This design comes from an exercise in tuning for small area, a short achievable clock period and few clock cycles on the open sky130 flow, not from production work.
Where RTL was checked, it was by simulation tests only, not by an equivalence proof against the original.
No activity file was given, so power comes from the tool's default toggle rates.

== old ==
==> module gemm_controller, before the edit <==
module gemm_controller #(
  parameter int MAX_ELEMS = 16384,
  parameter mp_types::prec_e PREC = mp_types::PREC_INT8
)(
  input  logic        clk,
  input  logic        rstn,
  input  logic        start,
  input  logic [15:0] M, K, Ncols,
  output logic        done,
  output logic [$clog2(MAX_ELEMS)-1:0] addr_A,
  input  logic [31:0]                  data_A,
  output logic [$clog2(MAX_ELEMS)-1:0] addr_B,
  input  logic [31:0]                  data_B,
  output logic [$clog2(MAX_ELEMS)-1:0] addr_C,
  output logic [31:0]                  data_C,
  output logic                         we_C
);
  localparam int AW = $clog2(MAX_ELEMS);
  logic          run;
  logic [AW-1:0] krem, jrem, irem;
  logic          lk, lj, li;       
  logic          kf;               
  logic          dk;               
  logic [AW-1:0] Kw, Nw, Mw;
  assign Kw = K[AW-1:0];
  assign Nw = Ncols[AW-1:0];
  assign Mw = M[AW-1:0];
  logic [AW-1:0] Kr, Nr1;
  always_ff @(posedge clk) begin
    Kr  <= Kw;
    Nr1 <= Nw - 1'b1;
  end
  logic [AW-1:0] csel, cdec;
  logic          cis2;
  assign csel = !lk ? krem : (!lj ? jrem : irem);
  assign cdec = csel - 1'b1;
  assign cis2 = (csel == AW'(2));
  logic [AW-1:0] opA, opB, sumA, sumB;
  logic          invB, ciB;
  assign opA  = lk ? Kr : {{(AW-1){~dk}}, 1'b1};
  assign invB = lk ? lj : ~dk;
  assign ciB  = lk | dk;
  assign opB  = ((lk & ~lj) ? AW'(0) : Nr1) ^ {AW{invB}};
  assign sumB = addr_B + opB + AW'(ciB);
  assign sumA = addr_A + opA;
  always_ff @(posedge clk) begin
    if (!rstn)     run <= 1'b0;
    else if (!run) run <= start;
    else           run <= ~(lk & lj & li);
  end
  always_ff @(posedge clk) begin
    if (!run) begin
      addr_A <= '0;
      addr_B <= '0;
      dk     <= 1'b1;
      kf     <= 1'b1;
      krem   <= Kw;   lk <= (K == 16'd1);
      jrem   <= Nw;   lj <= (Ncols == 16'd1);
      irem   <= Mw;   li <= (M == 16'd1);
    end else begin
      kf <= lk;
      if (!lk | lj) addr_A <= sumA;    
      addr_B <= sumB;
      if (!lk) begin
        krem <= cdec;
        lk   <= cis2;
      end else begin
        dk   <= ~dk;
        krem <= Kw;
        lk   <= (K == 16'd1);
        if (!lj) begin
          jrem <= cdec;
          lj   <= cis2;
        end else begin
          jrem <= Nw;
          lj   <= (Ncols == 16'd1);
          irem <= cdec;
          li   <= cis2;
        end
      end
    end
  end
  logic f1_first, f1_last, f1_fin;
  logic f2_first, f2_last, f2_fin;
  logic f3_first, f3_last, f3_fin;
  logic f4_first, f4_last, f4_fin;
  always_ff @(posedge clk) begin
    if (!rstn) begin
      f1_last <= 1'b0; f1_fin <= 1'b0;
      f2_last <= 1'b0; f2_fin <= 1'b0;
      f3_last <= 1'b0; f3_fin <= 1'b0;
      f4_last <= 1'b0; f4_fin <= 1'b0;
      we_C <= 1'b0; done <= 1'b0;
    end else begin
      f1_last <= run & lk;
      f1_fin  <= run & lk & lj & li;
      f2_last <= f1_last; f2_fin <= f1_fin;
      f3_last <= f2_last; f3_fin <= f2_fin;
      f4_last <= f3_last; f4_fin <= f3_fin;
      we_C <= f4_last;
      done <= f4_fin;
    end
  end
  always_ff @(posedge clk) begin
    f1_first <= kf;
    f2_first <= f1_first;
    f3_first <= f2_first;
    f4_first <= f3_first;
  end
  always_ff @(posedge clk) begin
    if (start)     addr_C <= '0;
    else if (we_C) addr_C <= addr_C + 1'b1;
  end
  logic [7:0]  a_r, b_r;
  logic [14:0] ms, mc, s_r, c_r;
  logic [15:0] p;
  logic [29:0] acc;
  mul8_cs u_mul (.a(a_r), .b(b_r), .s(ms), .c(mc));
  logic [16:0] lows;
  logic [13:0] hi, hinc, hdec, hnew;
  logic        s_inc, s_dec, s_hold, s_ones;
  assign lows   = {1'b0, acc[15:0]} + {1'b0, p};
  assign hi     = acc[29:16];
  assign hinc   = hi + 1'b1;
  assign hdec   = hi - 1'b1;
  assign s_inc  = ~f4_first & lows[16] & ~p[15];
  assign s_dec  = ~f4_first & ~lows[16] & p[15];
  assign s_hold = ~f4_first & (lows[16] == p[15]);
  assign s_ones = f4_first & p[15];
  assign hnew   = ({14{s_inc}} & hinc) | ({14{s_dec}} & hdec) | ({14{s_hold}} & hi) | {14{s_ones}};
  always_ff @(posedge clk) begin
    a_r <= data_A[7:0];
    b_r <= data_B[7:0];
    s_r <= ms;
    c_r <= mc;
    p   <= {1'b0, s_r} + {1'b0, c_r} - 16'h8000;
    acc <= {hnew, f4_first ? p : lows[15:0]};
  end
  assign data_C = {{2{acc[29]}}, acc};
endmodule
clock: 8.0 ns
lec_check: 0
cap_margin: 20
core_margin: 2
core_utilization: 40
place_density: 0.6
setup_slack_margin: 5
slew_margin: 20
standard.sh (not shown) runs the stock make flow with config.mk's settings and CLKGATE_MAP_FILE= SYNTH_SCRIPT=/design/flow/synth_recipe.tcl, a recipe that flattens the netlist after the stock synthesis.
==> flow/flow/run.sh <==
#!/bin/bash
set -euo pipefail
bash standard.sh BUFFER_PORTS_ARGS="-buffer_cell sky130_fd_sc_hd__buf_1" finish > standard_flow.log 2>&1
Testbench counts of old, summed over its fixed seeds: cycles 75,253.
## Diff of input files: new against old
--- a/flow/design.v
+++ b/flow/design.v
@@ -216,29 +216,23 @@
   logic [AW-1:0] krem, jrem, irem;
   logic          lk, lj, li;       
   logic          kf;               
-  logic          dk;               
+  logic          dk, dj;           
   logic [AW-1:0] Kw, Nw, Mw;
   assign Kw = K[AW-1:0];
   assign Nw = Ncols[AW-1:0];
   assign Mw = M[AW-1:0];
-  logic [AW-1:0] Kr, Nr1;
-  always_ff @(posedge clk) begin
-    Kr  <= Kw;
-    Nr1 <= Nw - 1'b1;
-  end
   logic [AW-1:0] csel, cdec;
   logic          cis2;
   assign csel = !lk ? krem : (!lj ? jrem : irem);
   assign cdec = csel - 1'b1;
   assign cis2 = (csel == AW'(2));
   logic [AW-1:0] opA, opB, sumA, sumB;
-  logic          invB, ciB;
-  assign opA  = lk ? Kr : {{(AW-1){~dk}}, 1'b1};
-  assign invB = lk ? lj : ~dk;
-  assign ciB  = lk | dk;
-  assign opB  = ((lk & ~lj) ? AW'(0) : Nr1) ^ {AW{invB}};
-  assign sumB = addr_B + opB + AW'(ciB);
+  logic          negB;
+  assign opA  = lk ? Kw : {{(AW-1){~dk}}, 1'b1};
+  assign negB = lk ? ~dj : ~dk;
+  assign opB  = (lk ? AW'(1) : Nw) ^ {AW{negB}};
   assign sumA = addr_A + opA;
+  assign sumB = addr_B + opB + AW'(negB);
   always_ff @(posedge clk) begin
     if (!rstn)     run <= 1'b0;
     else if (!run) run <= start;
@@ -249,6 +243,7 @@
       addr_A <= '0;
       addr_B <= '0;
       dk     <= 1'b1;
+      dj     <= 1'b1;
       kf     <= 1'b1;
       krem   <= Kw;   lk <= (K == 16'd1);
       jrem   <= Nw;   lj <= (Ncols == 16'd1);
@@ -256,7 +251,7 @@
     end else begin
       kf <= lk;
       if (!lk | lj) addr_A <= sumA;    
-      addr_B <= sumB;
+      if (!lk | !lj) addr_B <= sumB;   
       if (!lk) begin
         krem <= cdec;
         lk   <= cis2;
@@ -268,6 +263,7 @@
           jrem <= cdec;
           lj   <= cis2;
         end else begin
+          dj   <= ~dj;
           jrem <= Nw;
           lj   <= (Ncols == 16'd1);
           irem <= cdec;
@@ -276,10 +272,11 @@
       end
     end
   end
-  logic f1_first, f1_last, f1_fin;
-  logic f2_first, f2_last, f2_fin;
-  logic f3_first, f3_last, f3_fin;
-  logic f4_first, f4_last, f4_fin;
+  logic f1_first, f1_last, f1_row, f1_fin;
+  logic f2_first, f2_last, f2_row, f2_fin;
+  logic f3_first, f3_last, f3_row, f3_fin;
+  logic f4_first, f4_last, f4_row, f4_fin;
+  logic w_row, dc;
   always_ff @(posedge clk) begin
     if (!rstn) begin
       f1_last <= 1'b0; f1_fin <= 1'b0;
@@ -298,14 +295,22 @@
     end
   end
   always_ff @(posedge clk) begin
-    f1_first <= kf;
-    f2_first <= f1_first;
-    f3_first <= f2_first;
-    f4_first <= f3_first;
-  end
-  always_ff @(posedge clk) begin
-    if (start)     addr_C <= '0;
-    else if (we_C) addr_C <= addr_C + 1'b1;
+    f1_first <= kf;        f1_row <= lk & lj;
+    f2_first <= f1_first;  f2_row <= f1_row;
+    f3_first <= f2_first;  f3_row <= f2_row;
+    f4_first <= f3_first;  f4_row <= f3_row;
+    w_row    <= f4_row;
+  end
+  logic [AW-1:0] sumC;
+  assign sumC = addr_C + (w_row ? Nw : {{(AW-1){~dc}}, 1'b1});
+  always_ff @(posedge clk) begin
+    if (start) begin
+      addr_C <= '0;
+      dc     <= 1'b1;
+    end else if (we_C) begin
+      addr_C <= sumC;
+      if (w_row) dc <= ~dc;
+    end
   end
   logic [7:0]  a_r, b_r;
   logic [14:0] ms, mc, s_r, c_r;
Notes after the runs:
- Between new and old, sequential cell area in the final layout is lower for new, old comes in above that.
- new vs. old: post-layout instance area picked up an extra about 4%, maximum frequency lost about 11%, first-pass GRT wire length picked up an extra 4700 um, total power lost 6.1%, least setup slack across all paths after layout lost 0.36 ns.
- Net switching power figure: new < old
- Wire: new routes more than old
- Floorplan check, new vs old: die outline larger in new
- The timing startpoint of the critical path comes out Ncols[0] in one run and dk$_SDFFE_PN1P_ in the other, namely in new and old respectively.
No functional check of the RTL was part of new.

## what the ideal ports hide
How much do the figures lean on ideal ports? The routed layouts below were timed once more, with nothing changed but the port constraints.
Step 1: set_driving_cell puts a clkbuf_16 on clk and a buf_2 on each other input, an assumption about the parent block.
Step 2 moves the port delays by t, midway between the first and last clock arrival at a register: inputs arrive t later, outputs are due t later. That takes back most of the time a late clock gives input paths.
Slacks: ideal / step 1 / step 2; pairs: ideal / step 1.
run	shift t [ns]	slack for setup (ns)	worst data-port slew with drivers (ns)	cell pins on the clock port's net
old	0.581	5.019 / 5.019 / 4.699	0.06	1
new	0.569	4.658 / 4.672 / 4.103	0.08	1
After both steps every run listed still meets setup and hold. For new, which loses most, drivers alone change the setup slack by +0.014 ns; drivers and shift together by -0.555 ns.
